This design comes from an exercise in tuning for small area on the open sky130 flow, not from production work. The RTL was checked by simulation tests, not by an equivalence proof against the original design. The clock cells of runs 1 to 5 and 7 come from the design's own scripts or RTL, not from TritonCTS. The clock port is modelled as an ideal driver, which makes a skipped or thinned clock tree look cheaper than it is; a real chip needs a root buffer or a tree. Power and IR drop assume default switching activity.

==> design/flow/design.v <==
`default_nettype none
module top(
           input  CLK,
           input  RST,
           input  BTN1,
           input  BTN2,
           input  BTN3,
           output LED1,
           output LED2,
           output LED3,
           output LED4,
           output LED5,
           output LEDR_N,
           output LEDG_N,
           output P1A1,
           output P1A2,
           output P1A3,
           output P1A4,
           output P1A7,
           output P1A8,
           output P1A9,
           output P1A10
           );
   wire p1, r1, p2, r2, p3, r3;
   debounce db1(.clk(CLK), .rst(RST), .pin(BTN1), .press(p1), .release_(r1));
   debounce db2(.clk(CLK), .rst(RST), .pin(BTN2), .press(p2), .release_(r2));
   debounce db3(.clk(CLK), .rst(RST), .pin(BTN3), .press(p3), .release_(r3));
   reg [1:0] radix, radix_nx;
   reg       ovr_radix, ovr_radix_nx;    
   reg       hz, hz_nx;                  
   reg       fi_active, fi_active_nx;
   reg       bu_active, bu_active_nx;
   always @(*) begin
      radix_nx = radix;
      ovr_radix_nx = ovr_radix;
      hz_nx = hz;
      fi_active_nx = fi_active;
      bu_active_nx = bu_active;
      if (p1) radix_nx = radix + 1;
      if (p2 | p3) ovr_radix_nx = 0;
      else if (p1) ovr_radix_nx = 1;
      if (r3) hz_nx = 0;
      else if (p3) hz_nx = 1;
      else if (r2) hz_nx = 0;
      else if (p2) hz_nx = 1;
      else if (r1) hz_nx = 0;
      else if (p1) hz_nx = 1;
      if (p2) fi_active_nx = ~fi_active;
      if (p3) bu_active_nx = ~bu_active;
      if (RST) begin
         radix_nx = 0; ovr_radix_nx = 0; hz_nx = 0; fi_active_nx = 0; bu_active_nx = 0;
      end
   end
   always @(posedge CLK) begin
      radix <= radix_nx;
      ovr_radix <= ovr_radix_nx;
      hz <= hz_nx;
      fi_active <= fi_active_nx;
      bu_active <= bu_active_nx;
   end
   reg [3:0] fc;
   reg [8:0] msec;
   reg [3:0] tens, ones, tens_nx, ones_nx;
   reg       overflow, overflow_nx;
   reg [8:0] msec_nx;
   reg [3:0] fc_nx;
   wire      tick = (fc == 4'd15);
   wire      msec_zero = (msec == 0);
   wire      inc = (fc == 4'd11) && (msec == 9'd89);
   function [3:0] dnext(input [3:0] v);
      dnext = {v[2:0], v[3] ^ v[2] ^ (v[2:0] == 3'd0)};
   endfunction
   reg [3:0] max;
   always @(*)
     case (radix)
       2'd0: max = 4'd5;
       2'd1: max = 4'd13;
       2'd2: max = 4'd8;
       2'd3: max = 4'd1;
     endcase
   always @(*) begin
      if (tick)
        fc_nx = 4'd11;
      else if (fc == 4'd0)
        fc_nx = 4'd15;
      else
        fc_nx = fc - 1;
      tens_nx = tens;
      ones_nx = ones;
      msec_nx = msec;
      overflow_nx = overflow;
      if (tick) begin
         if (hz) begin
            tens_nx = 0;
            ones_nx = 0;
            msec_nx = 0;
         end
         else if (!msec_zero) begin
            msec_nx = {msec[7:0], ~(msec[8] ^ msec[4])};
            overflow_nx = 0;
         end
         else begin
            msec_nx = 9'd89;
            if (ones == max) begin
               ones_nx = 0;
               if (tens == max) begin
                  tens_nx = 0;
                  overflow_nx = 1;
               end
               else
                 tens_nx = dnext(tens);
            end
            else
              ones_nx = dnext(ones);
         end
      end
      if (RST) begin
         fc_nx = 0; tens_nx = 0; ones_nx = 0; msec_nx = 0; overflow_nx = 0;
      end
   end
   always @(posedge CLK) begin
      fc <= fc_nx;
      msec <= msec_nx;
      tens <= tens_nx;
      ones <= ones_nx;
      overflow <= overflow_nx;
   end
   reg [1:0] fs, fs_nx;
   reg [2:0] bs, bs_nx;
   wire      fi = (fs == 2'd3);
   wire      bu = (bs == 3'd5);
   always @(*) begin
      fs_nx = fs;
      bs_nx = bs;
      if (RST | hz | overflow) begin
         fs_nx = 0; bs_nx = 0;
      end
      else if (inc) begin
         fs_nx = (fs == 2'd3) ? 2'd1 : fs + 1;
         bs_nx = (bs == 3'd5) ? 3'd1 : bs + 1;
      end
   end
   always @(posedge CLK) begin
      fs <= fs_nx;
      bs <= bs_nx;
   end
   wire      any_press = p1 | p2 | p3;
   wire      any_release = r1 | r2 | r3;
   localparam [14:0] Z = 15'h7f7e;
   reg       counting;
   reg       center_led;
   reg       ring_f, ring_b;
   reg [14:0] d;
   wire      low_ones = &d[13:0];
   wire      sat = low_ones & d[14];
   wire      dur_nz = (d != Z);
   wire [14:0] fwd = {d[13:0], ~(d[14] ^ d[13]) | low_ones};
   wire [14:0] bwd = {~(d[0] ^ d[14]) & ~sat, d[14:1]};
   always @(posedge CLK) begin
      if (RST) begin
         counting <= 0; center_led <= 0; ring_f <= 0; ring_b <= 0; d <= Z;
      end
      else begin
         if (any_release) counting <= 0;
         else if (any_press) counting <= 1;
         center_led <= counting;
         if (counting) begin
            ring_f <= 0; ring_b <= 0;
            d <= (sat & any_press) ? Z : fwd;
         end
         else begin
            ring_f <= dur_nz | fi;
            ring_b <= dur_nz | bu;
            d <= dur_nz ? bwd : Z;
         end
      end
   end
   assign LED1 = center_led;
   assign LED2 = ring_f;
   assign LED3 = ring_f;
   assign LED4 = ring_b;
   assign LED5 = ring_b;
   assign LEDR_N = ~bu_active;
   assign LEDG_N = ~fi_active;
   localparam [4:0] C_BLANK = 5'b10000;
   localparam [4:0] C_8 = 5'd10;
   wire       dfi = fi_active & fi;
   wire       dbu = bu_active & bu;
   wire       bright = dfi | dbu;
   wire [2:0] override = ovr_radix ? {1'b0, radix} + 3'd1 : 3'd0;
   wire [2:0] all_ovrd = (dfi & dbu) ? 3'd7 : dfi ? 3'd5 : dbu ? 3'd6 : override;
   wire       ena_nx = hz_nx | (fi_active_nx & (fs_nx == 2'd3)) | (bu_active_nx & (bs_nx == 3'd5));
   wire       blank_nx = (tens_nx == 0) && (radix_nx == 2'd0);
   reg [10:0] dc;
   wire [3:0] st = dc[3:0];
   wire       blinker = (dc[10] | dc[9]) & bright;
   wire       right = st[3] ^ st[2];
   wire       load_sym = (st == 4'd15) || (st == 4'd2) || (st == 4'd7) || (st == 4'd10);
   wire [4:0] sym_nx = ena_nx ? {1'b1, right, all_ovrd} :
                       (!right && blank_nx) ? C_BLANK :
                       {1'b0, right ? ones : tens};
   reg [4:0]  sym;
   always @(posedge CLK)
     if (RST)
       sym <= C_BLANK;
     else if (load_sym)
       sym <= sym_nx;
   reg [4:0]  shown;
   always @(posedge CLK) begin
      if (RST) begin
         dc <= 0; shown <= C_8;
      end
      else begin
         dc <= dc + 1;
         case (st)
           4'd1, 4'd9: shown <= blinker ? C_BLANK : sym;
           4'd4, 4'd12: shown <= (~bright | blinker) ? C_BLANK : sym;
           4'd7, 4'd15: shown <= C_BLANK;
           default: ;
         endcase
      end
   end
   wire [31:0] hot = 32'd1 << shown;
   wire [6:0]  seg;
   assign seg[0] = |(hot & 32'h00a0bd7d);
   assign seg[1] = |(hot & 32'h00026e37);
   assign seg[2] = |(hot & 32'hc05e6efb);
   assign seg[3] = |(hot & 32'hc056d4fd);
   assign seg[4] = |(hot & 32'he0feddc5);
   assign seg[5] = |(hot & 32'h80f89fe9);
   assign seg[6] = |(hot & 32'h80fe5ffc);
   wire       dsel = (st[3] & (st[2:0] != 0)) | ((st == 0) & shown[4]);
   assign {P1A10, P1A9, P1A8, P1A7, P1A4, P1A3, P1A2, P1A1} = {dsel, ~seg};
endmodule  
module debounce(input clk, input rst, input pin, output press, output release_);
   reg       is_down, was_down;
   reg [6:0] cnt;
   wire      low0 = (cnt[5:1] == 0);
   wire      idle = low0 & ~cnt[6] & ~cnt[0];
   wire      first = low0 & ~cnt[6] & cnt[0];
   wire      last = low0 & cnt[6] & ~cnt[0];
   wire      fb = (cnt[6] ^ cnt[5]) & ~last | idle & (is_down ^ was_down);
   always @(posedge clk)
     if (rst) begin
        is_down <= 0; was_down <= 0; cnt <= 0;
     end
     else begin
        was_down <= is_down;
        if (idle) is_down <= pin;
        cnt <= {cnt[5:0], fb};
     end
   assign press = first & was_down;
   assign release_ = first & ~was_down;
endmodule  
==> design/flow/flow/run.sh <==
#!/bin/bash
# Layout flow: the standard synthesis; then the combinational logic between
# its flip-flops is re-mapped for area by ABC (flip-flops untouched, several
# scripts tried, each result proven equal to the standard netlist, the
# smallest kept); then the standard ORFS steps, with small port buffers,
# and in place of ORFS's clock tree synthesis a tree of a few large buffers
# (flow/clock_tree.tcl; ORFS's own CTS with clkbuf_8 if that fails).
set -uo pipefail
R=orfs/results/${FLOW_PLATFORM}/top/base
LIB=$FLOW_HOME/platforms/sky130hd/lib/sky130_fd_sc_hd__tt_025C_1v80.lib

bash standard.sh synth > synth.log 2>&1 || exit 1
cp $R/1_2_yosys.v std_netlist.v

DU=""
for c in $(sed -n '/^export DONT_USE_CELLS/,/^$/p' $FLOW_HOME/platforms/sky130hd/config.mk | tr -d '\\' | grep -o 'sky130_fd_sc_hd__[a-z0-9_]*'); do
  DU="$DU -dont_use $c"
done

python3 flow/cutff.py std_netlist.v cut_std.v > cut_std.log 2>&1

remap() {   # remap NAME: flow/s_NAME.abc -> remap_NAME.v, prints its area if proven equal
  local n=$1
  yosys -p "read_liberty -ignore_miss_func $LIB; blackbox sky130_fd_sc_hd__dfxtp_1; read_verilog std_netlist.v; hierarchy -top top; flatten; opt_clean; abc -liberty $LIB $DU -script flow/s_$n.abc; opt_clean -purge; tee -o area_$n.txt stat -liberty $LIB; write_verilog -noattr remap_$n.v" > remap_$n.log 2>&1 || return
  python3 flow/cutff.py remap_$n.v cut_$n.v > cut_$n.log 2>&1 || return
  yosys -p "read_liberty -ignore_miss_func $LIB; read_verilog cut_std.v; rename top gold; read_verilog cut_$n.v; rename top gate; flatten; opt_clean; miter -equiv -flatten -make_outputs gold gate miter; hierarchy -top miter; sat -verify -prove trigger 0 miter" > equiv_$n.log 2>&1 || return
  [ "$(grep -c 'sky130_fd_sc_hd__df' std_netlist.v)" = "$(grep -c 'sky130_fd_sc_hd__df' remap_$n.v)" ] || return
  echo "$(grep 'Chip area' area_$n.txt | awk '{print $NF}') $n" > ok_$n.txt
}

for n in c4 deep1 deep2 deep3; do remap $n & done
wait
cat ok_*.txt 2>/dev/null | sort -g > candidates.txt
best=$(head -1 candidates.txt | awk '{print $2}')
if [ -n "$best" ]; then
  echo "using remap_$best.v" > netlist_choice.txt
  cp remap_$best.v $R/1_2_yosys.v
  rm -f $R/1_synth.odb $R/1_synth.sdc
else
  echo "using the standard netlist" > netlist_choice.txt
fi

export BUFFER_PORTS_ARGS="-buffer_cell sky130_fd_sc_hd__buf_1"
export CTS_ARGS="-sink_clustering_enable -repair_clock_nets -dont_use_dummy_load -buf_list sky130_fd_sc_hd__clkbuf_8"
bash standard.sh place > place.log 2>&1 || exit 1
if CT_IN_ODB=$R/3_place.odb CT_IN_SDC=$R/3_place.sdc CT_OUT_ODB=$R/4_1_cts.odb CT_OUT_SDC=$R/4_cts.sdc \
     openroad -no_init -exit flow/clock_tree.tcl > clock_tree.log 2>&1; then
  cp -p $R/4_1_cts.odb $R/4_cts.odb
  touch $R/4_cts.sdc
  echo "clock tree: flow/clock_tree.tcl" > clock_tree_choice.txt
else
  rm -f $R/4_1_cts.odb $R/4_cts.odb $R/4_cts.sdc
  echo "clock tree: ORFS CTS" > clock_tree_choice.txt
fi
bash standard.sh > flow.log 2>&1
==> design/flow/flow/clock_tree.tcl <==
# Clock tree of a few large buffers, each driving one cluster of flip-flops
# (k-means on their placed positions), straight from the clock port.
# Tries the candidate trees in order of cell area and keeps the first whose
# estimated clock-pin slew is at most SLEW_TARGET; leaves the design
# unchanged if none is.
set platform_dir $::env(FLOW_HOME)/platforms/sky130hd
read_lef $platform_dir/lef/sky130_fd_sc_hd.tlef
read_lef $platform_dir/lef/sky130_fd_sc_hd_merged.lef
read_liberty $platform_dir/lib/sky130_fd_sc_hd__tt_025C_1v80.lib
read_db $::env(CT_IN_ODB)
read_sdc $::env(CT_IN_SDC)
source $platform_dir/setRC.tcl

set slew_target 0.110
set block [ord::get_db_block]
set clknet [$block findNet CLK]
set sinks [$clknet getITerms]
set pts {}
foreach it $sinks {
  set bb [[$it getInst] getBBox]
  lappend pts [list [expr {([$bb xMin] + [$bb xMax]) / 2}] [expr {([$bb yMin] + [$bb yMax]) / 2}]]
}
set n [llength $pts]
puts "clock sinks: $n"

proc kmeans { pts k } {
  set n [llength $pts]
  set sorted [lsort -integer -index 0 $pts]
  set cent {}
  for {set i 0} {$i < $k} {incr i} { lappend cent [lindex $sorted [expr {int(($i + 0.5) * $n / $k)}]] }
  for {set iter 0} {$iter < 50} {incr iter} {
    set asg {}
    foreach p $pts {
      set best 0; set bd 1e18
      for {set i 0} {$i < $k} {incr i} {
        set c [lindex $cent $i]
        set d [expr {abs([lindex $p 0] - [lindex $c 0]) + abs([lindex $p 1] - [lindex $c 1])}]
        if {$d < $bd} { set bd $d; set best $i }
      }
      lappend asg $best
    }
    set newc {}
    for {set i 0} {$i < $k} {incr i} {
      set sx 0; set sy 0; set m 0
      foreach p $pts a $asg { if {$a == $i} { set sx [expr {$sx + [lindex $p 0]}]; set sy [expr {$sy + [lindex $p 1]}]; incr m } }
      if {$m > 0} { lappend newc [list [expr {$sx / $m}] [expr {$sy / $m}]] } else { lappend newc [lindex $cent $i] }
    }
    set cent $newc
  }
  return [list $cent $asg]
}

proc worst_clk_slew {} {
  set worst 0
  foreach p [get_pins -hierarchical */CLK] {
    set s [get_property $p slew_max]
    if {$s > $worst} { set worst $s }
  }
  return $worst
}

set candidates {
  {sky130_fd_sc_hd__clkbuf_16 2}
  {sky130_fd_sc_hd__clkbuf_8 3}
  {sky130_fd_sc_hd__clkbuf_8 4}
  {sky130_fd_sc_hd__clkbuf_16 3}
  {sky130_fd_sc_hd__clkbuf_16 4}
}
set done 0
set_propagated_clock [all_clocks]
foreach cand $candidates {
  lassign $cand bufm k
  lassign [kmeans $pts $k] cent asg
  set master [[ord::get_db] findMaster $bufm]
  set insts {}; set nets {}
  for {set i 0} {$i < $k} {incr i} {
    set inst [odb::dbInst_create $block $master "clkbuf_leaf_$i"]
    set net [odb::dbNet_create $block "clknet_leaf_$i"]
    $net setSigType CLOCK
    [$inst findITerm A] connect $clknet
    [$inst findITerm X] connect $net
    set c [lindex $cent $i]
    $inst setLocation [lindex $c 0] [lindex $c 1]
    $inst setPlacementStatus PLACED
    lappend insts $inst; lappend nets $net
  }
  foreach it $sinks a $asg { $it disconnect; $it connect [lindex $nets $a] }
  detailed_placement
  estimate_parasitics -placement
  set w [worst_clk_slew]
  puts "candidate $bufm x $k: worst clock-pin slew $w"
  if {$w <= $slew_target} { set done 1; break }
  # undo
  foreach it $sinks { $it disconnect; $it connect $clknet }
  foreach inst $insts { odb::dbInst_destroy $inst }
  foreach net $nets { odb::dbNet_destroy $net }
}
if {!$done} {
  puts "no candidate tree met the slew target"
  exit 1
}
detailed_placement
check_placement -verbose
estimate_parasitics -placement
report_clock_skew
report_worst_slack -min
report_worst_slack -max
write_db $::env(CT_OUT_ODB)
write_sdc -no_timestamp $::env(CT_OUT_SDC)
==> design/flow/flow/cutff.py <==
#!/usr/bin/env python3
"""Cut every flip-flop out of a flat gate-level netlist: its Q net becomes a
primary input and its D net a primary output, both named after the
flip-flop instance, so two netlists with the same flip-flops can be compared
as combinational logic."""
import re, sys

src = open(sys.argv[1]).read()
inst_re = re.compile(r'^\s*(sky130_fd_sc_hd__df\w+)\s+(\\\S+|\w+)\s*\((.*?)\);\s*$', re.S | re.M)
pin_re = re.compile(r'\.(\w+)\(\s*(.*?)\s*\)\s*(?:,|$)', re.S)
ports, assigns, names = [], [], []
def cut(m):
    cell, name, body = m.group(1), m.group(2), m.group(3)
    pins = {p: n.strip() for p, n in pin_re.findall(body)}
    k = 'ff_' + re.sub(r'[^A-Za-z0-9_]', '_', name) + '_%d' % len(names)
    names.append(name)
    for p, n in sorted(pins.items()):
        if p in ('CLK',):
            continue
        if p.startswith('Q'):
            ports.append('  input %s_%s;' % (k, p))
            assigns.append('  assign %s = %s_%s;' % (n if n.startswith('\\') is False else n + ' ', k, p))
        else:
            ports.append('  output %s_%s;' % (k, p))
            assigns.append('  assign %s_%s = %s;' % (k, p, n if not n.startswith('\\') else n + ' '))
    return ''
# keep flip-flop order stable: sort by instance name
items = sorted(inst_re.finditer(src), key=lambda m: m.group(2))
order = {m.group(2): i for i, m in enumerate(items)}
names_sorted = [m.group(2) for m in items]
src2 = inst_re.sub(lambda m: '', src)
for m in items:
    cut(m)
# add the new ports to the module header and declarations
hdr = re.search(r'module\s+(\w+)\s*\((.*?)\);', src2, re.S)
newports = [p.split()[-1].rstrip(';') for p in ports]
src2 = src2[:hdr.end(2)] + ', ' + ', '.join(newports) + src2[hdr.end(2):]
pos = src2.index(';', src2.index('module')) + 1
src2 = src2[:pos] + '\n' + '\n'.join(ports) + '\n' + src2[pos:]
end = src2.rindex('endmodule')
src2 = src2[:end] + '\n'.join(assigns) + '\n' + src2[end:]
open(sys.argv[2], 'w').write(src2)
print(len(names), 'flip-flops cut')
==> design/flow/flow/s_c4.abc <==
&get -n
&st
&dch
&nf -R 1000
&put
strash
&get -n
&dch
&nf -R 1000
&put
strash
&get -n
&dch
&nf -R 1000
&put
==> design/flow/flow/s_deep1.abc <==
&get -n
&st
&deepsyn -T 150 -S 1
&dch
&nf -R 1000
&put
strash
&get -n
&dch
&nf -R 1000
&put
==> design/flow/flow/s_deep2.abc <==
&get -n
&st
&deepsyn -T 150 -S 2
&dch
&nf -R 1000
&put
strash
&get -n
&dch
&nf -R 1000
&put
==> design/flow/flow/s_deep3.abc <==
&get -n
&st
&deepsyn -T 150 -S 3
&dch
&nf -R 1000
&put
strash
&get -n
&dch
&nf -R 1000
&put
==> design/flow/standard.sh <==
#!/bin/bash
# synth_recipe.tcl (not shown) runs the flow's synth.tcl, then flattens the netlist and writes it again
# the make line also repeats each setting of config.mk as NAME=value (left out here)
make -C /OpenROAD-flow-scripts/flow DESIGN_CONFIG=/design/flow/config.mk WORK_HOME=/design/flow/orfs CLKGATE_MAP_FILE= SYNTH_SCRIPT=/design/flow/synth_recipe.tcl "${@:-finish}"
==> design/flow/config.mk <==
export PLATFORM = sky130hd
export DESIGN_NAME = top
export DESIGN_NICKNAME = top
export VERILOG_FILES = /design/flow/design.v
export SDC_FILE = /design/flow/constraint.sdc
export NUM_CORES = 4
export LEC_CHECK = 0
export CAP_MARGIN = 20
export CORE_MARGIN = 2
export CORE_UTILIZATION = 65
export PLACE_DENSITY = 0.75
export SLEW_MARGIN = 20
==> design/flow/constraint.sdc <==
create_clock -name core_clock -period 10.0 [get_ports {CLK}]
set_input_delay 2.0000 -clock core_clock [delete_from_list [all_inputs] [get_ports {CLK}]]
set_output_delay 2.0000 -clock core_clock [all_outputs]
set_load 0.01 [all_outputs]
==> results of run 1 <==
registers in the layout, indices dropped and copies added, names as in the netlist, 5 cells and up:
| name | flops |
|---|---|
| d | 15 |
| sym | 5 |
| dc | 11 |
| msec | 9 |
| shown | 5 |
| db1.cnt | 7 |
| db3.cnt | 7 |
| db2.cnt | 7 |
routing by layer:
metal / vias up / wire [µm] / share of wire, %
met1: 1439 / 3550 / 50
met4: 0 / 85 / 1.2
met5: - / 0 / 0
met3: 6 / 174 / 2.4
li1: 1604 / - / -
met2: 45 / 3350 / 47
placed cells by master (no fill, tap or decap), types with 3 or more instances in the layout:
cell type  count
dfxtp_1      100
and2_0         4
o22ai_1        3
nand4_1        8
buf_1         18
nand2b_1       3
o22a_1        12
clkinv_1      13
xor2_1         4
o21a_1        11
a22o_1        15
clkbuf_16      4
nand2_1       24
and3_1         7
a21oi_1       25
a211oi_1       7
nor2_1        43
nor2b_1       34
nand3_1       10
nor3_1        24
xnor2_1       10
a22oi_1        4
nor4_1         8
a221o_1        6
o21ai_0       19
worst max-delay path by stage:
stage	start	end	slack (ps)
detailed placement	RST	sym[0]	4150
global placement	RST	sym[0]	4350
finish	RST	sym[0]	4610
global route	RST	sym[0]	4300
floorplan	RST	sym[0]	5080
final cells by class:
cell class / count / area (µm²) / area share (%)
Buffer: 4 / 100 / 2.39
Inverter: 13 / 48.8 / 1.17
Multi-Input combinational cell: 307 / 1860 / 44.4
Sequential cell: 100 / 2000 / 47.8
Tap cell: 75 / 93.8 / 2.24
Timing Repair Buffer: 20 / 80.1 / 1.91
report_power, final:
group          internal (µW)  total, µW  switching (µW)
logic                   44.4        102            57.2
registers                423        450            26.8
clock network           73.4        169            95.8
through the flow:
step | instances | power, µW | area, µm² | worst slack (ps) | util, %
2_1_floorplan | 420 | 530 | 3910 | 5080 | -
6_report | 519 | 721 | 4180 | 4610 | 71.5
3_3_place_gp | 515 | 557 | 4080 | 4350 | 69.7
5_1_grt | 519 | 753 | 4180 | 4300 | 71.5
3_5_place_dp | 515 | 559 | 4080 | 4150 | 69.7
==> impl_metrics.yaml, run 1 <==
timing:
  max_freq_ghz: 0.186
  holdWs_ps: 456
  slew_violations: 0
  hold_viol: 0
  rsz0062_at_grt: "no"
  tns_ps: 0
  fin_skew_ps: 14.2
  worst_pin_slew_ps: 889
  period_needed_ps: 5390
  setup_viol: 0
  finalCritPeriodShare_pct: 53.9
  relSlewSlack_pct: 40.2
route:
  ant_nets: 0
  drt_iter0_markers: 118
  drt_wl_total_um: 7160
  drc: 0
  routedWlPerCell_um: 13.8
  vias: 3094
  viasPerCell: 5.96
  dr.pass1.iters: 5
global_routing:
  use_met1_pct: 29.9
  antenna_found_initial: 0
  grt-busiest-layer: "met2"
  track_usage_pct: 21.3
  grt_pass1_vias: 2637
  grt.met2_usage_pct: 37.2
  grtUsageMet3_pct: 1.21
  grt_overflow: 0
  grt_first_pass_wirelength_um: 11800
  grt_max_degree: 60
clocking:
  clk_pin_slew_ps: 100
  worstSkewPairLatency_ps: 160
synthesis:
  syn-num-nets: 425
  netlist_area_um2: 3900
  postSynthAreaPerCell_um2: 9.30
  synthCells: 420
  yosysWarnings: 2
critical_path:
  crit_top_cell: "and2_0"
  crit_chain: "clkbuf_2 > buf_4 > nor3_2 > nor2b_1 > and2_0 > nor2_1 > a22o_1 > or4_1 > o21ai_0 > nor3_1 > and2_0 > a221o_1"
  r2r-start: "radix[0]"
  path_buf_inv: 2
  critPathMaxStageDelay_ps: 600
  cp_max_fo: 59
  crit_path_start_kind: "input pin"
  critPathSlowestCell: "nor3_2"
  cp-end-kind: "flop"
  worstReg2RegEnd: "sym[0]"
  crit_cells: 12
  r2r_cells: 12
  critPathRequiredTime_ps: 10050
  worstPathArrival_ps: 5440
  cpLargestDelayFamily: "simple AND/OR/NAND/NOR gates"
  path_class: "input pin to flop"
  reg2reg_setup_slack_ps: 6300
run_status:
  status: "timing/DRC/antenna clean"
final_layout:
  drive_gt1_share_pct: 1.58
  diodes: 0
  area_delta_synth_final_pct: 7.15
  layout.nets: 451
  nFillCells: 432
hold_path:
  hold_end: "dc[10]"
  hold_start: "dc[10]"
  hold_path_class: "flop to flop"
  holdPathStages: 1
floorplan:
  dieArea_um2: 6640
  rows: 28
  io_pins: 20
  coreArea_um2: 5850
  die_y_um: 81.5
  fp.dieW_um: 81.5
  start_util_pct: 66.7
place:
  hpwlAfterDp_um: 5030
  portBuffers: 19
  gp_congestion: 0.842
run:
  drv_cap: 0
power_and_ir_drop:
  power_density_nw_per_um2: 172
  p_leak_uw: 0.00157
  vdd_drop_max_mv: 0.148
==> run 2: changes to the inputs <==
--- a/design/flow/flow/clock_tree.tcl
+++ b/design/flow/flow/clock_tree.tcl
@@ -60,7 +60,8 @@
 }
 
+# (cell, count) in order of total cell area
 set candidates {
+  {sky130_fd_sc_hd__clkbuf_8 3}
   {sky130_fd_sc_hd__clkbuf_16 2}
-  {sky130_fd_sc_hd__clkbuf_8 3}
   {sky130_fd_sc_hd__clkbuf_8 4}
   {sky130_fd_sc_hd__clkbuf_16 3}
--- a/design/flow/config.mk
+++ b/design/flow/config.mk
@@ -8,5 +8,5 @@
 export CAP_MARGIN = 20
 export CORE_MARGIN = 2
-export CORE_UTILIZATION = 65
-export PLACE_DENSITY = 0.75
+export CORE_UTILIZATION = 80
+export PLACE_DENSITY = 0.88
 export SLEW_MARGIN = 20
==> impl_metrics.yaml, run 2 <==
critical_path:
  critPathRequiredTime_ps: 10060
  crit_path_start_kind: "input pin"
  worstPathArrival_ps: 5720
  worstReg2RegEnd: "sym[0]"
  critPathMaxStageDelay_ps: 860
  critPathSlowestCell: "nor3_1"
  path_class: "input pin to flop"
  r2r-start: "fc[1]"
  crit_chain: "clkbuf_2 > buf_4 > nor3_1 > nor2b_1 > and2_0 > nor2_1 > a22o_1 > or4_1 > o21ai_0 > nor3_1 > and2_0 > a221o_1"
  cp_max_fo: 59
  r2r_cells: 11
  reg2reg_setup_slack_ps: 6090
  cp-end-kind: "flop"
global_routing:
  antenna_found_initial: 0
  track_usage_pct: 28.5
  grt_first_pass_wirelength_um: 12700
  use_met1_pct: 39.1
  grt.met2_usage_pct: 50.7
  grt-busiest-layer: "met2"
  grtUsageMet3_pct: 2.06
  grt_max_degree: 60
  grt_pass1_vias: 2781
  grt_overflow: 0
timing:
  fin_skew_ps: 19.8
  finalCritPeriodShare_pct: 56.7
  slew_violations: 0
  setup_viol: 0
  period_needed_ps: 5670
  worst_slack_ps: 4330
  rsz0062_at_grt: "no"
  holdWs_ps: 455
  hold_viol: 0
  worst_pin_slew_ps: 979
  max_freq_ghz: 0.176
  relSlewSlack_pct: 34.3
  tns_ps: 0
final_layout:
  stdcell_area_um2: 4170
  nFillCells: 249
  drive_gt1_share_pct: 1.35
  diodes: 0
  largest_reg_flops: 15
  final_common_cell: "dfxtp_1"
  area_delta_synth_final_pct: 6.76
  largestRegisters: "d: 15 flops, dc: 11 flops, msec: 9 flops"
  regMostFlops: "d"
  layout.nets: 451
  final_cell_mix: "dfxtp_1, nor2_1, nor2b_1, nor3_1, a21oi_1"
route:
  routedWlPerCell_um: 15.4
  drt_iter0_markers: 192
  dr.pass1.iters: 5
  vias: 3252
  ant_nets: 0
  drt_wl_total_um: 7870
  drc: 0
  viasPerCell: 6.36
floorplan:
  fp.dieW_um: 73.9
  io_pins: 20
  coreArea_um2: 4720
  start_util_pct: 82.7
  die_y_um: 73.9
  rows: 25
  dieArea_um2: 5460
hold_path:
  hold_path_class: "flop to flop"
  hold_start: "dc[10]"
  holdPathStages: 1
  hold_end: "dc[10]"
place:
  gp_congestion: 0.860
  hpwlAfterDp_um: 5360
  place_area_um2: 4070
  pre_cts_slack_ps: 4190
  portBuffers: 19
synthesis:
  postSynthAreaPerCell_um2: 9.30
  netlist_area_um2: 3900
  synthCells: 420
  yosysWarnings: 2
  syn-num-nets: 425
run:
  drv_cap: 0
power_and_ir_drop:
  p_leak_uw: 0.00157
  power_density_nw_per_um2: 174
  vdd_drop_max_mv: 0.154
clocking:
  clk_pin_slew_ps: 100
  worstSkewPairLatency_ps: 160
run_status:
  status: "timing/DRC/antenna clean"
[run 2: cell type report]
type                            instances  area, µm²  share of cell area, %
Sequential cell                       100       2000                   48.0
Multi-Input combinational cell        307       1850                   44.5
Buffer                                  4        100                   2.40
Tap cell                               67       83.8                   2.01
Timing Repair Buffer                   20       80.1                   1.92
Inverter                               13       48.8                   1.17
[run 2: metal layers]
layer	part of all wire, %	wire length, µm
met5	0	0
met4	0.66	52
met3	4.9	389
met2	50	3910
met1	45	3520
[run 2: critical path: cells and delay by family]
family                 cells  cell delay (ps)
AO/OA/AOI/OAI              3              800
buffers and inverters      2              370
AND/OR/NAND/NOR            7             2520
[run 2: how the worst max path moves through the flow]
stage	startpoint	cells after the start	endpoint	slack, ps
global route	RST	12	sym[0]	4030
finish	RST	12	sym[0]	4330
global placement	RST	12	sym[0]	4360
floorplan	RST	10	sym[0]	5080
detailed placement	RST	12	sym[0]	4190
[run 2: per-stage QoR]
step,cells,util [%],total power (µW)
after detailed placement,507,86.1,562
after global routing,511,88.3,754
after floorplan,420,-,530
final,511,88.3,726
after global placement,507,86.1,555
[run 2: where the power goes]
part | switching, µW | total, µW | internal (µW)
clock | 94.8 | 168 | 73.4
sequential | 28.5 | 452 | 423
combinational | 61.7 | 106 | 44.5
==> run 3: changes to the inputs <==
--- a/design/flow/flow/clock_tree.tcl
+++ b/design/flow/flow/clock_tree.tcl
@@ -1,4 +1,5 @@
-# Clock tree of a few large buffers, each driving one cluster of flip-flops
-# (k-means on their placed positions), straight from the clock port.
+# Clock tree of a few large inverters (or buffers), each driving one
+# cluster of flip-flops (k-means on their placed positions), fed by one
+# root inverter (or straight from the clock port).
 # Tries the candidate trees in order of cell area and keeps the first whose
 # estimated clock-pin slew is at most SLEW_TARGET; leaves the design
@@ -12,5 +13,5 @@
 source $platform_dir/setRC.tcl
 
-set slew_target 0.110
+set slew_target 0.108
 set block [ord::get_db_block]
 set clknet [$block findNet CLK]
@@ -60,25 +61,40 @@
 }
 
-# (cell, count) in order of total cell area
+# {leaf cell, leaf count, root cell}, in order of total cell area; with a
+# root, the leaves are inverters driven by an inverter, so every flip-flop
+# still sees the clock port's polarity.
 set candidates {
-  {sky130_fd_sc_hd__clkbuf_8 3}
-  {sky130_fd_sc_hd__clkbuf_16 2}
-  {sky130_fd_sc_hd__clkbuf_8 4}
-  {sky130_fd_sc_hd__clkbuf_16 3}
-  {sky130_fd_sc_hd__clkbuf_16 4}
+  {sky130_fd_sc_hd__inv_16 3 sky130_fd_sc_hd__inv_4}
+  {sky130_fd_sc_hd__inv_8 5 sky130_fd_sc_hd__inv_8}
+  {sky130_fd_sc_hd__inv_16 3 sky130_fd_sc_hd__inv_8}
+  {sky130_fd_sc_hd__inv_12 4 sky130_fd_sc_hd__inv_8}
+  {sky130_fd_sc_hd__clkbuf_16 4 {}}
 }
 set done 0
 set_propagated_clock [all_clocks]
 foreach cand $candidates {
-  lassign $cand bufm k
+  lassign $cand bufm k rootm
   lassign [kmeans $pts $k] cent asg
   set master [[ord::get_db] findMaster $bufm]
   set insts {}; set nets {}
+  set src $clknet
+  if {$rootm ne ""} {
+    set rinst [odb::dbInst_create $block [[ord::get_db] findMaster $rootm] "clkbuf_root"]
+    set rnet [odb::dbNet_create $block "clknet_root"]
+    $rnet setSigType CLOCK
+    [$rinst findITerm A] connect $clknet
+    foreach it [$rinst getITerms] { if {[$it isOutputSignal]} { $it connect $rnet } }
+    set sx 0; set sy 0; foreach c $cent { set sx [expr {$sx + [lindex $c 0]}]; set sy [expr {$sy + [lindex $c 1]}] }
+    $rinst setLocation [expr {int($sx / $k)}] [expr {int($sy / $k)}]
+    $rinst setPlacementStatus PLACED
+    lappend insts $rinst; lappend nets $rnet
+    set src $rnet
+  }
   for {set i 0} {$i < $k} {incr i} {
     set inst [odb::dbInst_create $block $master "clkbuf_leaf_$i"]
     set net [odb::dbNet_create $block "clknet_leaf_$i"]
     $net setSigType CLOCK
-    [$inst findITerm A] connect $clknet
-    [$inst findITerm X] connect $net
+    [$inst findITerm A] connect $src
+    foreach it [$inst getITerms] { if {[$it isOutputSignal]} { $it connect $net } }
     set c [lindex $cent $i]
     $inst setLocation [lindex $c 0] [lindex $c 1]
@@ -86,5 +102,6 @@
     lappend insts $inst; lappend nets $net
   }
-  foreach it $sinks a $asg { $it disconnect; $it connect [lindex $nets $a] }
+  set leafnets [lrange $nets [expr {[llength $nets] - $k}] end]
+  foreach it $sinks a $asg { $it disconnect; $it connect [lindex $leafnets $a] }
   detailed_placement
   estimate_parasitics -placement
--- a/design/flow/config.mk
+++ b/design/flow/config.mk
@@ -8,5 +8,5 @@
 export CAP_MARGIN = 20
 export CORE_MARGIN = 2
-export CORE_UTILIZATION = 80
-export PLACE_DENSITY = 0.88
+export CORE_UTILIZATION = 65
+export PLACE_DENSITY = 0.75
 export SLEW_MARGIN = 20
==> impl_metrics.yaml, run 3 <==
synthesis:
  postSynthAreaPerCell_um2: 9.30
  netlist_area_um2: 3900
  syn-num-nets: 425
  synthCells: 420
  yosysWarnings: 2
final_layout:
  area_delta_synth_final_pct: 6.41
  final_cell_mix: "dfxtp_1, nor2_1, nor2b_1, a21oi_1"
  layout.nets: 451
  largestRegisters: "d: 15 flops, dc: 11 flops, msec: 9 flops"
  nFillCells: 433
  regMostFlops: "d"
  final_common_cell: "dfxtp_1"
  drive_gt1_share_pct: 1.58
  seq_area_um2: 2000
  fin_cells: 519
  multi_input_area_um2: 1860
  postLayoutCoreUtil_pct: 71.0
  diodes: 0
  largest_reg_flops: 15
run_status:
  status: "timing/DRC/antenna clean"
timing:
  setup_viol: 0
  worst_pin_slew_ps: 881
  fin_skew_ps: 11.7
  max_freq_ghz: 0.186
  relSlewSlack_pct: 40.7
  period_needed_ps: 5370
  holdWs_ps: 454
  hold_viol: 0
  finalCritPeriodShare_pct: 53.7
  tns_ps: 0
  slew_violations: 0
  rsz0062_at_grt: "no"
route:
  drt-met1-wl_um: 3550
  top_layer_used: "met4"
  drt_iter0_markers: 137
  drc: 0
  routedWlPerCell_um: 13.6
  dr.pass1.iters: 4
  dr_wl_met3_um: 172
  wl_met2_um: 3250
  drt_wl_total_um: 7040
  viasPerCell: 5.97
  vias: 3100
  ant_nets: 0
floorplan:
  rows: 28
  start_util_pct: 66.7
  dieArea_um2: 6640
  fp.dieW_um: 81.5
  die_y_um: 81.5
  io_pins: 20
  coreArea_um2: 5850
global_routing:
  grt_first_pass_wirelength_um: 11600
  grt_pass1_vias: 2604
  grt_max_degree: 60
  track_usage_pct: 20.9
  antenna_found_initial: 0
  grt_overflow: 0
critical_path:
  cp-end-kind: "flop"
  cp_max_fo: 59
  crit_path_start_kind: "input pin"
  critPathRequiredTime_ps: 10070
  worstPathArrival_ps: 5440
  path_class: "input pin to flop"
run:
  drv_cap: 0
power_and_ir_drop:
  power_density_nw_per_um2: 171
  vdd_drop_max_mv: 0.138
  p_total_uw: 710
  p_leak_uw: 0.00156
clocking:
  worstSkewPairLatency_ps: 180
  clk_pin_slew_ps: 100
place:
  hpwlAfterDp_um: 5030
  portBuffers: 19
  dp.cells: 515
  gp_congestion: 0.842
hold_path:
  hold_path_class: "flop to flop"
-- run 3: changes by cell type in the layout (fill, tap and decap cells not counted), sizes merged --
cell / before / now
inv: 0 / 4
clkbuf: 5 / 1
-- run 3: cell type report --
cell class	count	area share [%]
Sequential cell	100	48.2
Multi-Input combinational cell	307	44.7
Inverter	17	2.89
Tap cell	75	2.26
Timing Repair Buffer	20	1.93
-- run 3: per-stage QoR --
stage | cell area, µm² | setup WS (ps)
after floorplan | 3910 | 5080
after global placement | 4080 | 4350
after detailed placement | 4080 | 4150
after global routing | 4160 | 4330
final | 4160 | 4630
-- run 3: metal layers --
| layer | track usage, % | vias to the layer above |
|---|---|---|
| met3 | 1.43 | 7 |
| met4 | 1.69 | 0 |
| li1 | - | 1608 |
| met2 | 36.6 | 34 |
| met1 | 29.6 | 1451 |
| met5 | 0 | - |
-- run 3: worst paths after layout --
kind                                from  endpoint  slack, ps  cells past startpoint
worst max-delay path                 RST    sym[0]       4630                     12
worst min-delay path              dc[10]    dc[10]        450                      1
worst max register to register  radix[0]    sym[0]       6280                     12
worst min register to register    dc[10]    dc[10]        450                      1
-- run 3: report_power, final --
| part | switching [µW] | total [µW] | internal [µW] |
|---|---|---|---|
| registers | 26.5 | 450 | 423 |
| logic | 57.0 | 101 | 44.4 |
| clock network | 134 | 159 | 24.7 |
-- run 3: critical path, cell delays in order --
cell	delay, ps
clkbuf_2	80
buf_4	290
nor3_2	590
nor2b_1	430
and2_0	260
nor2_1	110
a22o_1	250
or4_1	500
o21ai_0	230
nor3_1	110
and2_0	240
a221o_1	310
==> run 4: changes to the inputs <==
--- a/design/flow/flow/run.sh
+++ b/design/flow/flow/run.sh
@@ -29,6 +29,7 @@
 }
 
-for n in c4 deep1 deep2 deep3; do remap $n & done
-wait
+export -f remap
+export LIB DU
+ls flow/s_*.abc | sed 's|flow/s_||; s|\.abc$||' | xargs -P 4 -I{} bash -c 'remap {}'
 cat ok_*.txt 2>/dev/null | sort -g > candidates.txt
 best=$(head -1 candidates.txt | awk '{print $2}')
==> design/flow/flow/s_deep4.abc (new file) <==
&get -n
&st
&deepsyn -T 150 -S 4
&dch
&nf -R 1000
&put
strash
&get -n
&dch
&nf -R 1000
&put
==> design/flow/flow/s_deep5.abc (new file) <==
&get -n
&st
&deepsyn -T 150 -S 5
&dch
&nf -R 1000
&put
strash
&get -n
&dch
&nf -R 1000
&put
==> design/flow/flow/s_deep6.abc (new file) <==
&get -n
&st
&deepsyn -T 150 -S 6
&dch
&nf -R 1000
&put
strash
&get -n
&dch
&nf -R 1000
&put
==> design/flow/flow/s_deep7.abc (new file) <==
&get -n
&st
&deepsyn -T 150 -S 7
&dch
&nf -R 1000
&put
strash
&get -n
&dch
&nf -R 1000
&put
==> impl_metrics.yaml, run 4 <==
run_status:
  status: "timing/DRC/antenna clean"
timing:
  rsz0062_at_grt: "no"
  hold_viol: 0
  period_needed_ps: 5370
  max_freq_ghz: 0.186
  tns_ps: 0
  fin_skew_ps: 11.7
  holdWs_ps: 454
  worst_pin_slew_ps: 881
  relSlewSlack_pct: 40.7
  slew_violations: 0
  setup_viol: 0
  finalCritPeriodShare_pct: 53.7
global_routing:
  grt_pass1_vias: 2604
  grt_first_pass_wirelength_um: 11600
  grt_max_degree: 60
  grt_overflow: 0
  grt-busiest-layer: "met2"
  track_usage_pct: 20.9
  grt.met2_usage_pct: 36.6
  use_met1_pct: 29.6
  grtUsageMet3_pct: 1.43
  antenna_found_initial: 0
floorplan:
  fp.dieW_um: 81.5
  coreArea_um2: 5850
  die_y_um: 81.5
  dieArea_um2: 6640
  rows: 28
  start_util_pct: 66.7
  io_pins: 20
route:
  routedWlPerCell_um: 13.6
  drt_wl_total_um: 7040
  dr.pass1.iters: 4
  viasPerCell: 5.97
  drt_iter0_markers: 137
  vias: 3100
  ant_nets: 0
  drc: 0
critical_path:
  crit_cells: 12
  crit_chain: "clkbuf_2 > buf_4 > nor3_2 > nor2b_1 > and2_0 > nor2_1 > a22o_1 > or4_1 > o21ai_0 > nor3_1 > and2_0 > a221o_1"
  cp-end-kind: "flop"
  r2r_cells: 12
  crit_path_start_kind: "input pin"
  startpoint: "RST"
  cpLargestDelayFamily: "simple AND/OR/NAND/NOR gates"
  worstReg2RegEnd: "sym[0]"
  cp_max_fo: 59
  reg2reg_setup_slack_ps: 6280
  worstPathArrival_ps: 5440
  r2r-start: "radix[0]"
  critPathRequiredTime_ps: 10070
  critPathSlowestCell: "nor3_2"
  path_buf_inv: 2
  path_class: "input pin to flop"
  crit_top_cell: "and2_0"
  crit_end: "sym[0]"
  critPathMaxStageDelay_ps: 590
hold_path:
  hold_path_class: "flop to flop"
  hold_start: "dc[10]"
final_layout:
  final_cell_mix: "dfxtp_1, nor2_1, nor2b_1, a21oi_1"
  nFillCells: 433
  layout.nets: 451
  fin_cells: 519
  diodes: 0
  largest_reg_flops: 15
  largestRegisters: "d: 15 flops, dc: 11 flops, msec: 9 flops"
  drive_gt1_share_pct: 1.58
  regMostFlops: "d"
  postLayoutCoreUtil_pct: 71.0
  area_delta_synth_final_pct: 6.41
  final_common_cell: "dfxtp_1"
power_and_ir_drop:
  power_density_nw_per_um2: 171
  vdd_drop_max_mv: 0.138
  p_leak_uw: 0.00156
synthesis:
  netlist_area_um2: 3900
  syn-num-nets: 425
  yosysWarnings: 2
  synthCells: 420
  postSynthAreaPerCell_um2: 9.30
clocking:
  worstSkewPairLatency_ps: 180
  clk_pin_slew_ps: 100
place:
  gp_congestion: 0.842
  portBuffers: 19
  dp.cells: 515
  hpwlAfterDp_um: 5030
run:
  drv_cap: 0
[run 4: worst min-delay path by stage]
| stage | end | slack (ps) | cells past startpoint |
|---|---|---|---|
| 2_1_floorplan | sym[4] | 420 | 2 |
| 3_3_place_gp | dc[10] | 430 | 1 |
| 3_5_place_dp | dc[10] | 440 | 1 |
| 5_1_grt | db3.cnt[4] | 480 | 1 |
| 6_report | dc[10] | 450 | 1 |
[run 4: where the power goes]
group | switching [µW] | leakage [µW] | internal [µW]
Clock | 134 | 0.0000354 | 24.7
Combinational | 57.0 | 0.000709 | 44.4
Sequential | 26.5 | 0.000814 | 423
[run 4: area by class of cell]
| class | count | area [µm²] | share of cell area (%) |
|---|---|---|---|
| flip-flops and latches | 100 | 2000 | 48.2 |
| well taps | 75 | 93.8 | 2.26 |
| inverters | 17 | 120 | 2.89 |
| multi-input cells | 307 | 1860 | 44.7 |
| repair buffers | 20 | 80.1 | 1.93 |
[run 4: worst register-to-register path: stages (launching register included)]
cell       delay, ps
dfxtp_1          460
clkinv_1         190
o21ai_0          250
a21oi_1           60
a2111oi_0        650
and2_0           290
nor2_1           110
a22o_1           250
or4_1            500
o21ai_0          230
nor3_1           110
and2_0           240
a221o_1          310
[run 4: metal layers]
metal  routed length (µm)  vias to the layer above
li1                     -                     1608
met2                 3250                       34
met4                   67                        0
met5                    0                        -
met1                 3550                     1451
met3                  172                        7
[run 4: stage by stage]
| stage | power (µW) | cell area (µm²) | setup slack [ps] |
|---|---|---|---|
| finish | 710 | 4160 | 4630 |
| global route | 745 | 4160 | 4330 |
| detailed placement | 559 | 4080 | 4150 |
| global placement | 557 | 4080 | 4350 |
| floorplan | 530 | 3910 | 5080 |
==> run 5: changes to the inputs <==
--- a/design/flow/design.v
+++ b/design/flow/design.v
@@ -151,13 +151,14 @@
    reg       center_led;
    reg       ring_f, ring_b;
-   reg [14:0] d;
+   reg [14:0] q;
+   wire [14:0] d = q ^ Z;
    wire      low_ones = &d[13:0];
    wire      sat = low_ones & d[14];
-   wire      dur_nz = (d != Z);
+   wire      dur_nz = |q;
    wire [14:0] fwd = {d[13:0], ~(d[14] ^ d[13]) | low_ones};
    wire [14:0] bwd = {~(d[0] ^ d[14]) & ~sat, d[14:1]};
    always @(posedge CLK) begin
       if (RST) begin
-         counting <= 0; center_led <= 0; ring_f <= 0; ring_b <= 0; d <= Z;
+         counting <= 0; center_led <= 0; ring_f <= 0; ring_b <= 0; q <= 0;
       end
       else begin
@@ -167,10 +168,10 @@
          if (counting) begin
             ring_f <= 0; ring_b <= 0;
-            d <= (sat & any_press) ? Z : fwd;
+            q <= (sat & any_press) ? 15'd0 : fwd ^ Z;
          end
          else begin
             ring_f <= dur_nz | fi;
             ring_b <= dur_nz | bu;
-            d <= dur_nz ? bwd : Z;
+            q <= dur_nz ? bwd ^ Z : 15'd0;
          end
       end
@@ -234,6 +235,9 @@
 endmodule  
 module debounce(input clk, input rst, input pin, output press, output release_);
-   reg       is_down, was_down;
-   reg [6:0] cnt;
+   localparam [6:0] M = 7'b1010101;
+   reg       is_down, was_n;
+   reg [6:0] q;
+   wire [6:0] cnt = q ^ M;
+   wire      was_down = ~was_n;
    wire      low0 = (cnt[5:1] == 0);
    wire      idle = low0 & ~cnt[6] & ~cnt[0];
@@ -243,12 +247,12 @@
    always @(posedge clk)
      if (rst) begin
-        is_down <= 0; was_down <= 0; cnt <= 0;
+        is_down <= 0; was_n <= 1; q <= M;
      end
      else begin
-        was_down <= is_down;
+        was_n <= ~is_down;
         if (idle) is_down <= pin;
-        cnt <= {cnt[5:0], fb};
+        q <= {cnt[5:0], fb} ^ M;
      end
    assign press = first & was_down;
    assign release_ = first & ~was_down;
-endmodule  
+endmodule
==> impl_metrics.yaml, run 5 <==
power_and_ir_drop:
  p_leak_uw: 0.00156
  power.internal_uw: 476
  vdd_drop_max_mv: 0.130
  power_density_nw_per_um2: 164
  pwr-share-seq_pct: 65.2
  p_comb_share_pct: 12.1
  net-switching-power_uw: 197
  pwr-share-clk_pct: 22.7
  p_sw_share_pct: 29.3
  p_total_uw: 674
route:
  drc: 0
  ant_nets: 0
  viasPerCell: 6.00
  dr.pass1.iters: 4
  drt_iter0_markers: 139
  vias: 3190
  routedWlPerCell_um: 13.9
  drt_wl_total_um: 7390
clocking:
  worstSkewPairLatency_ps: 170
  clk_pin_slew_ps: 100
final_layout:
  regMostFlops: "q"
  fin_cells: 532
  drive_gt1_share_pct: 1.97
  largest_reg_flops: 15
  layout.nets: 464
  largestRegisters: "q: 15 flops, dc: 11 flops, msec: 9 flops"
  final_cell_mix: "dfxtp_1, nand2_1, nor2_1, a21oi_1, o21ai_0"
  final_common_cell: "dfxtp_1"
  nFillCells: 480
  diodes: 0
  area_delta_synth_final_pct: 6.55
timing:
  setup_viol: 0
  period_needed_ps: 5720
  tns_ps: 0
  rsz0062_at_grt: "no"
  finalCritPeriodShare_pct: 57.2
  relSlewSlack_pct: 51.2
  max_freq_ghz: 0.175
  worst_pin_slew_ps: 713
  slew_violations: 0
  hold_viol: 0
  fin_skew_ps: 18.1
global_routing:
  grt_pass1_vias: 2843
  grt_first_pass_wirelength_um: 12300
  grt_max_degree: 40
  track_usage_pct: 22.5
  grt_overflow: 0
  antenna_found_initial: 0
critical_path:
  cp-end-kind: "flop"
  cpLargestDelayFamily: "simple AND/OR/NAND/NOR gates"
  path_buf_inv: 3
  worstPathArrival_ps: 5790
  cp_max_fo: 39
  crit_chain: "buf_1 > buf_4 > clkinv_1 > and2_0 > nand2b_1 > or2_0 > a22o_1 > nor3_1 > nand3_1 > o31ai_1 > or3_1 > nor2_1 > a221o_1"
  critPathSlowestCell: "clkinv_1"
  path_class: "input pin to flop"
  critPathMaxStageDelay_ps: 660
  crit_path_start_kind: "input pin"
  critPathRequiredTime_ps: 10070
place:
  dp.cells: 526
  hpwlAfterDp_um: 5360
  portBuffers: 19
  gp_congestion: 0.835
hold_path:
  hold_path_class: "flop to flop"
synthesis:
  postSynthAreaPerCell_um2: 8.97
  netlist_area_um2: 3860
  synthCells: 430
  yosysWarnings: 2
  syn-num-nets: 435
floorplan:
  fp.dieW_um: 81.0
  die_y_um: 81.0
  io_pins: 20
  rows: 28
  start_util_pct: 66.3
  dieArea_um2: 6570
  coreArea_um2: 5820
run:
  drv_cap: 0
run_status:
  status: "timing/DRC/antenna clean"
run 5: per-layer routing:
layer,wire (µm),GRT usage (%),vias up
li1,-,-,1627
met1,3480,31.0,1499
met2,3580,40.2,57
met3,240,1.22,7
met4,90,2.71,0
met5,0,0,-
run 5: final timing paths:
kind | slack [ps] | from | end | depth (start not counted)
setup reg to reg | 6230 | radix[0] | sym[2] | 13
hold reg to reg | 390 | db1.q[2] | db1.q[3] | 1
setup / recovery | 4280 | RST | sym[2] | 13
hold / removal | 390 | db1.q[2] | db1.q[3] | 1
run 5: final cells by class:
cell class / count / area (µm²) / area share, %
inverters: 20 / 120 / 2.92
multi-input cells: 316 / 1810 / 44.0
repair buffers: 21 / 86.3 / 2.10
flip-flops and latches: 100 / 2000 / 48.7
well taps: 75 / 93.8 / 2.28
run 5: power by group through the flow:
stage | clock, µW | sequential, µW | combinational, µW
5_1_grt | 169 | 443 | 92.4
3_5_place_dp | 0 | 448 | 81.4
6_report | 153 | 439 | 81.5
3_3_place_gp | 0 | 448 | 79.6
2_1_floorplan | 0 | 445 | 59.5
run 5: per-stage QoR:
| stage | utilization [%] | hold WS, ps | setup slack, ps | area, µm² |
|---|---|---|---|---|
| after floorplan | - | 366 | 5300 | 3860 |
| after global placement | 69.4 | 374 | 4220 | 4040 |
| after detailed placement | 69.4 | 382 | 4100 | 4040 |
| after global routing | 70.7 | 402 | 3980 | 4110 |
| final | 70.7 | 385 | 4280 | 4110 |
run 5: worst register-to-register path, stage by stage, from the launching register on:
cell and delay (ps):
dfxtp_1 430, clkinv_1 220, o21ai_0 280, a31oi_1 70
a2111oi_0 640, nor2_1 180, or2_0 330, a22o_1 280
nor3_1 210, nand3_1 100, o31ai_1 320, or3_1 200
nor2_1 70, a221o_1 360
==> run 6: changes to the inputs <==
--- a/design/flow/design.v
+++ b/design/flow/design.v
@@ -197,13 +197,12 @@
    wire       blinker = (dc[10] | dc[9]) & bright;
    wire       right = st[3] ^ st[2];
-   wire       load_sym = (st == 4'd15) || (st == 4'd2) || (st == 4'd7) || (st == 4'd10);
-   wire [4:0] sym_nx = ena_nx ? {1'b1, right, all_ovrd} :
-                       (!right && blank_nx) ? C_BLANK :
-                       {1'b0, right ? ones : tens};
+   wire       load_sym = st[1] & (st[2] | ~st[0]);
+   wire       right_l = right & ~RST;
+   wire [4:0] sym_nx = ena_nx ? {1'b1, right_l, all_ovrd} :
+                       (!right_l && blank_nx) ? C_BLANK :
+                       {1'b0, right_l ? ones : tens};
    reg [4:0]  sym;
    always @(posedge CLK)
-     if (RST)
-       sym <= C_BLANK;
-     else if (load_sym)
+     if (RST | load_sym)
        sym <= sym_nx;
    reg [4:0]  shown;
==> impl_metrics.yaml, run 6 <==
final_layout:
  multi_input_area_um2: 2470
  final_common_cell: "dfxtp_1"
  seq_area_um2: 2050
  final_cell_mix: "dfxtp_1, nor2_1, nand2_1, a21oi_1, inv_1"
  largestRegisters: "q: 15 flops, dc: 11 flops, msec: 9 flops"
  regMostFlops: "q"
  area_delta_synth_final_pct: 4.56
  nFillCells: 609
  drive_gt1_share_pct: 4.77
  stdcell_area_um2: 4970
  largest_reg_flops: 15
  diodes: 0
  layout.nets: 568
  postLayoutCoreUtil_pct: 69.2
critical_path:
  path_class: "flop to primary output"
  r2r_cells: 8
  cp_max_fo: 14
  critPathRequiredTime_ps: 8000
  cp-end-kind: "primary output"
  crit_path_start_kind: "flop"
  critPathSlowestCell: "dfxtp_1"
  crit_chain: "nand2b_1 > a21boi_0 > nor2_1 > a211oi_1 > buf_1"
  critPathMaxStageDelay_ps: 580
  worstPathArrival_ps: 1910
place:
  gp_congestion: 0.812
  hpwlAfterDp_um: 6170
  place_area_um2: 4840
  portBuffers: 19
synthesis:
  synth.top_cell.area_share_pct: 40.0
  syn-num-nets: 561
  yosysMostFrequentCell: "dfxtp_1"
  synth_edf_count: 5
  netlist_top_cells_count: "dfxtp_1, nor2_1, nand2_1"
  postSynthAreaPerCell_um2: 8.80
  netlist_top_cells_area: "dfxtp_1, nor2_1, ha_1, nand2_1, a21oi_1"
  yosysWarnings: 2
  synth_ff_type: "dfxtp_1"
  synth_largest_area_cell: "dfxtp_1"
  ys_types: 68
  synthArstFlopShare_pct: 0
  netlist_area_um2: 4750
  yosys_register_bits: 100
  synth_seq_area_share_pct: 43.2
  synthCells: 540
run_status:
  status: "timing/DRC/antenna clean"
clocking:
  clk_pin_slew_ps: 100
  cts_htree_levels: 3
  cts_hold_buf: 0
  cts_tree: "done"
  cts_num_sinks: 100
  worstSkewPairLatency_ps: 360
  root_buffer: "clkbuf_8"
  cts_made_buffers: 9
  clock_path_buffers: 2
  cts_setup_buffers: 0
  cts_resized: 0
floorplan:
  dieArea_um2: 8010
  start_util_pct: 66.2
  io_pins: 20
  die_y_um: 89.5
  fp.dieW_um: 89.5
  coreArea_um2: 7180
  rows: 31
power_and_ir_drop:
  p_total_uw: 765
  vdd_drop_max_mv: 0.105
  power_density_nw_per_um2: 154
  p_leak_uw: 0.00190
global_routing:
  grt_pass1_vias: 3203
  antenna_found_initial: 0
  grt_first_pass_wirelength_um: 14200
  track_usage_pct: 22.4
  grt_overflow: 0
  grt_max_degree: 79
timing:
  period_needed_ps: 3910
  setup_viol: 0
  worst_pin_slew_ps: 971
  tns_ps: 0
  hold_viol: 0
  slew_violations: 0
  fin_skew_ps: 28.9
  rsz0062_at_grt: "no"
  max_freq_ghz: 0.256
  finalCritPeriodShare_pct: 39.1
  relSlewSlack_pct: 35.1
route:
  viasPerCell: 5.78
  vias: 3725
  routedWlPerCell_um: 13.7
  drt_iter0_markers: 153
  ant_nets: 0
  drt_wl_total_um: 8800
  dr.pass1.iters: 4
  drc: 0
hold_path:
  holdPathStages: 1
  hold_path_class: "flop to flop"
run:
  drv_cap: 0
==> run 6: cell types whose count changed in the layout (fill, tap and decap cells not counted), sizes merged, moves of 7 or more <==
cell	previous run	this run
ha	0	16
or3	4	11
nand2b	4	23
nor4	3	12
clkbuf	0	10
a22o	23	9
clkinv	14	0
inv	6	28
nand2	53	43
xor2	3	12
nor2	45	66
nor3	23	12
==> run 6: where the power goes <==
part | internal [µW] | switching, µW | total, µW
Sequential | 424 | 30.0 | 454
Clock | 81.0 | 116 | 197
Combinational | 49.8 | 63.6 | 113
Total | 555 | 210 | 765
==> run 6: path summary, 6_finish.rpt <==
kind              startpoint       end  slack [ps]
hold / removal      db2.q[2]  db2.q[3]         400
setup / recovery    shown[2]      P1A8        6090
hold reg to reg     db2.q[2]  db2.q[3]         400
setup reg to reg    radix[0]    sym[2]        6810
==> run 6: cell type report <==
class	instances	area share [%]
Clock buffer	9	2.49
Tap cell	99	2.49
Timing Repair Buffer	21	1.76
Multi-Input combinational cell	387	49.8
Inverter	28	2.12
Sequential cell	100	41.3
==> run 6: routing by layer <==
layer  wire (µm)  track usage (%)  share of wire (%)
met2        4170             37.8                 47
met5           0                0                  0
met4          77             6.78               0.88
met3         238             4.80                2.7
met1        4310             29.0                 49
==> run 6: stage by stage <==
stage	setup WS, ps	std cells	hold slack (ps)
detailed placement	5890	635	387
finish	6090	644	402
global route	5900	644	417
floorplan	6610	540	366
global placement	5970	635	372
CTS	6090	644	405
==> run 6: critical path, delay by kind of cell, from the launching register on <==
kind                   cells  cell delay [ps]
DFF                        1              580
AOI/OAI and AO/OA          2              490
buffers and inverters      1              170
and+or+nand+nor            2              310
==> run 6: logic make-up (layout without fill, tap and decap cells) <==
group / count (synthesis) / after routing / share of synthesized area (%)
simple gates: 211 / 211 / 22.9
compound gates: 132 / 132 / 19.5
flops: 100 / 100 / 43.2
buf+inv: 53 / 58 / 4.71
xor+xnor: 18 / 18 / 3.32
fa+ha+maj: 17 / 17 / 4.42
mux: 9 / 9 / 1.98
==> run 7: changes to the inputs <==
--- a/design/flow/design.v
+++ b/design/flow/design.v
@@ -65,7 +65,7 @@
    reg [8:0] msec_nx;
    reg [3:0] fc_nx;
-   wire      tick = (fc == 4'd15);
+   wire      tick = (fc == 4'b0001);
    wire      msec_zero = (msec == 0);
-   wire      inc = (fc == 4'd11) && (msec == 9'd89);
+   wire      inc = (fc == 4'b0011) && (msec == 9'd89);
    function [3:0] dnext(input [3:0] v);
       dnext = {v[2:0], v[3] ^ v[2] ^ (v[2:0] == 3'd0)};
@@ -80,10 +80,5 @@
      endcase
    always @(*) begin
-      if (tick)
-        fc_nx = 4'd11;
-      else if (fc == 4'd0)
-        fc_nx = 4'd15;
-      else
-        fc_nx = fc - 1;
+      fc_nx = {fc[2:0], fc[3] ^ (~fc[2] | fc[1])};
       tens_nx = tens;
       ones_nx = ones;
@@ -128,6 +123,8 @@
    reg [1:0] fs, fs_nx;
    reg [2:0] bs, bs_nx;
-   wire      fi = (fs == 2'd3);
-   wire      bu = (bs == 3'd5);
+   function fi_of(input [1:0] f); fi_of = f[1] & ~f[0]; endfunction
+   function bu_of(input [2:0] b); bu_of = b[2] & ~b[1]; endfunction
+   wire      fi = fi_of(fs);
+   wire      bu = bu_of(bs);
    always @(*) begin
       fs_nx = fs;
@@ -137,6 +134,6 @@
       end
       else if (inc) begin
-         fs_nx = (fs == 2'd3) ? 2'd1 : fs + 1;
-         bs_nx = (bs == 3'd5) ? 3'd1 : bs + 1;
+         fs_nx = {fs[0], ~(fs[1] & fs[0])};
+         bs_nx = {bs[1:0], ~(bs[2] & (bs[1] | bs[0]))};
       end
    end
@@ -191,5 +188,5 @@
    wire [2:0] override = ovr_radix ? {1'b0, radix} + 3'd1 : 3'd0;
    wire [2:0] all_ovrd = (dfi & dbu) ? 3'd7 : dfi ? 3'd5 : dbu ? 3'd6 : override;
-   wire       ena_nx = hz_nx | (fi_active_nx & (fs_nx == 2'd3)) | (bu_active_nx & (bs_nx == 3'd5));
+   wire       ena_nx = hz_nx | (fi_active_nx & fi_of(fs_nx)) | (bu_active_nx & bu_of(bs_nx));
    wire       blank_nx = (tens_nx == 0) && (radix_nx == 2'd0);
    reg [10:0] dc;
@@ -198,11 +195,12 @@
    wire       right = st[3] ^ st[2];
    wire       load_sym = st[1] & (st[2] | ~st[0]);
-   wire       right_l = right & ~RST;
-   wire [4:0] sym_nx = ena_nx ? {1'b1, right_l, all_ovrd} :
-                       (!right_l && blank_nx) ? C_BLANK :
-                       {1'b0, right_l ? ones : tens};
+   wire [4:0] sym_nx = ena_nx ? {1'b1, right, all_ovrd} :
+                       (!right && blank_nx) ? C_BLANK :
+                       {1'b0, right ? ones : tens};
    reg [4:0]  sym;
    always @(posedge CLK)
-     if (RST | load_sym)
+     if (RST)
+       sym <= C_BLANK;
+     else if (load_sym)
        sym <= sym_nx;
    reg [4:0]  shown;
==> impl_metrics.yaml, run 7 <==
timing:
  fin_skew_ps: 18.2
  period_needed_ps: 4910
  slew_violations: 0
  worst_pin_slew_ps: 921
  tns_ps: 0
  hold_viol: 0
  rsz0062_at_grt: "no"
  relSlewSlack_pct: 37.8
  setup_viol: 0
  finalCritPeriodShare_pct: 49.1
  holdWs_ps: 390
  max_freq_ghz: 0.204
  worst_slack_ps: 5090
final_layout:
  final_cell_mix: "dfxtp_1, nor2_1, a21oi_1, a22o_1, nand2_1"
  largest_reg_flops: 15
  stdcell_area_um2: 4120
  fin_cells: 518
  diodes: 0
  final_common_cell: "dfxtp_1"
  area_delta_synth_final_pct: 6.44
  regMostFlops: "q"
  largestRegisters: "q: 15 flops, dc: 11 flops, msec: 9 flops"
  drive_gt1_share_pct: 2.03
  layout.nets: 450
place:
  place_area_um2: 4050
  hpwlAfterDp_um: 5060
  dp.cells: 512
  pre_cts_slack_ps: 4930
  portBuffers: 19
  gp_congestion: 0.879
clocking:
  worstSkewPairLatency_ps: 180
  clk_pin_slew_ps: 110
synthesis:
  syn-num-nets: 421
  synthCells: 416
  netlist_area_um2: 3870
  yosysWarnings: 2
  postSynthAreaPerCell_um2: 9.30
critical_path:
  crit_path_start_kind: "input pin"
  cp-end-kind: "flop"
  path_class: "input pin to flop"
  critPathRequiredTime_ps: 10060
  cp_max_fo: 62
  worstPathArrival_ps: 4970
global_routing:
  grt_first_pass_wirelength_um: 11800
  track_usage_pct: 21.5
  grt_max_degree: 63
  antenna_found_initial: 0
  grt_overflow: 0
  grt_pass1_vias: 2639
power_and_ir_drop:
  power_density_nw_per_um2: 176
  vdd_drop_max_mv: 0.154
  p_leak_uw: 0.00153
floorplan:
  die_y_um: 81.1
  start_util_pct: 66.1
  coreArea_um2: 5850
  fp.dieW_um: 81.1
  rows: 28
  dieArea_um2: 6580
  io_pins: 20
route:
  drt_wl_total_um: 7260
  vias: 3118
  routedWlPerCell_um: 14.0
  viasPerCell: 6.02
  drc: 0
  drt_iter0_markers: 202
  ant_nets: 0
  dr.pass1.iters: 4
hold_path:
  hold_path_class: "flop to flop"
run:
  drv_cap: 0
run_status:
  status: "timing/DRC/antenna clean"
[run 7: cell types whose count changed in the layout (fill, tap and decap cells not counted), moves of 6 or more]
cell      previous run  this run
a22o_1               9        27
clkbuf_8             9         0
clkinv_1             0        17
ha_1                16         0
inv_1               28         0
inv_8                0         6
nand2_1             43        23
nand3b_1             7         1
nor2_1              66        44
nor3_1              12        19
or3_1               11         3
xor2_1              12         0
[run 7: cell type report]
type / instances / area [µm²]
fillers: 466 / 1730
inverters: 23 / 131
multi-input cells: 299 / 1800
flip-flops and latches: 100 / 2000
well taps: 75 / 93.8
repair buffers: 21 / 87.6
[run 7: where the power goes]
part	leakage, µW	switching [µW]	internal [µW]
clock	0.0000363	130	22.5
sequential	0.000815	34.9	427
combinational	0.000676	60.8	49.2
[run 7: final timing paths]
check	from	to	slack, ps	cells past startpoint
worst min register to register	db3.q[1]	db3.q[2]	390	1
worst min-delay path	db3.q[1]	db3.q[2]	390	1
worst max-delay path	RST	sym[2]	5090	12
worst max register to register	msec[4]	sym[2]	6830	10
[run 7: worst max-delay path, stage by stage]
cell	delay, ps
clkbuf_2	80
buf_4	280
nor4_1	340
buf_4	220
and2_0	310
a21boi_0	430
nor2_1	160
a22o_1	270
nor3_1	180
a21oi_1	100
and2_0	210
a221o_1	350
[run 7: metrics by stage]
stage	utilization, %	power (µW)
after global placement	69.2	575
after detailed placement	69.2	579
after global routing	70.4	763
final	70.4	725
after floorplan	-	546
[run 7: metal layers]
layer / track usage (%) / up-vias / wire (µm)
met3: 2.22 / 9 / 275
met4: 3.05 / 0 / 100
met2: 35.3 / 60 / 3230
met1: 31.5 / 1456 / 3660
met5: 0 / - / 0
li1: - / 1593 / -

## re-timing with driven ports
The flow's constraints put no driver on any port. The routed layouts listed below were extracted and timed again, unchanged, in two steps.
Step 1, drivers: a clkbuf_16 drives CLK and a buf_2 each remaining input, both assumed.
Step 2 also shifts input and output timing later by t, the mid clock arrival at the registers, as if the neighbouring blocks saw the same clock.
a / b / c = ideal / step 1 / step 2; a / b = the first two.
run	shift t [ns]	setup WS [ns]	worst setup path at the end
run 1	0.227	4.613 / 4.665 / 4.438	input to register
run 2	0.225	4.334 / 4.386 / 4.162	input to register
run 3	0.220	4.629 / 4.655 / 4.436	input to register
run 4	0.220	4.629 / 4.655 / 4.436	input to register
run 5	0.210	4.277 / 4.302 / 4.092	input to register
run 6	0.376	6.093 / 6.060 / 5.884	input to register
run 7	0.217	5.092 / 5.120 / 4.902	input to register
After both steps setup and hold are still met in every run listed. The setup slack of run 6, which loses most, moves by -0.033 ns with the drivers and by -0.209 ns with both steps.
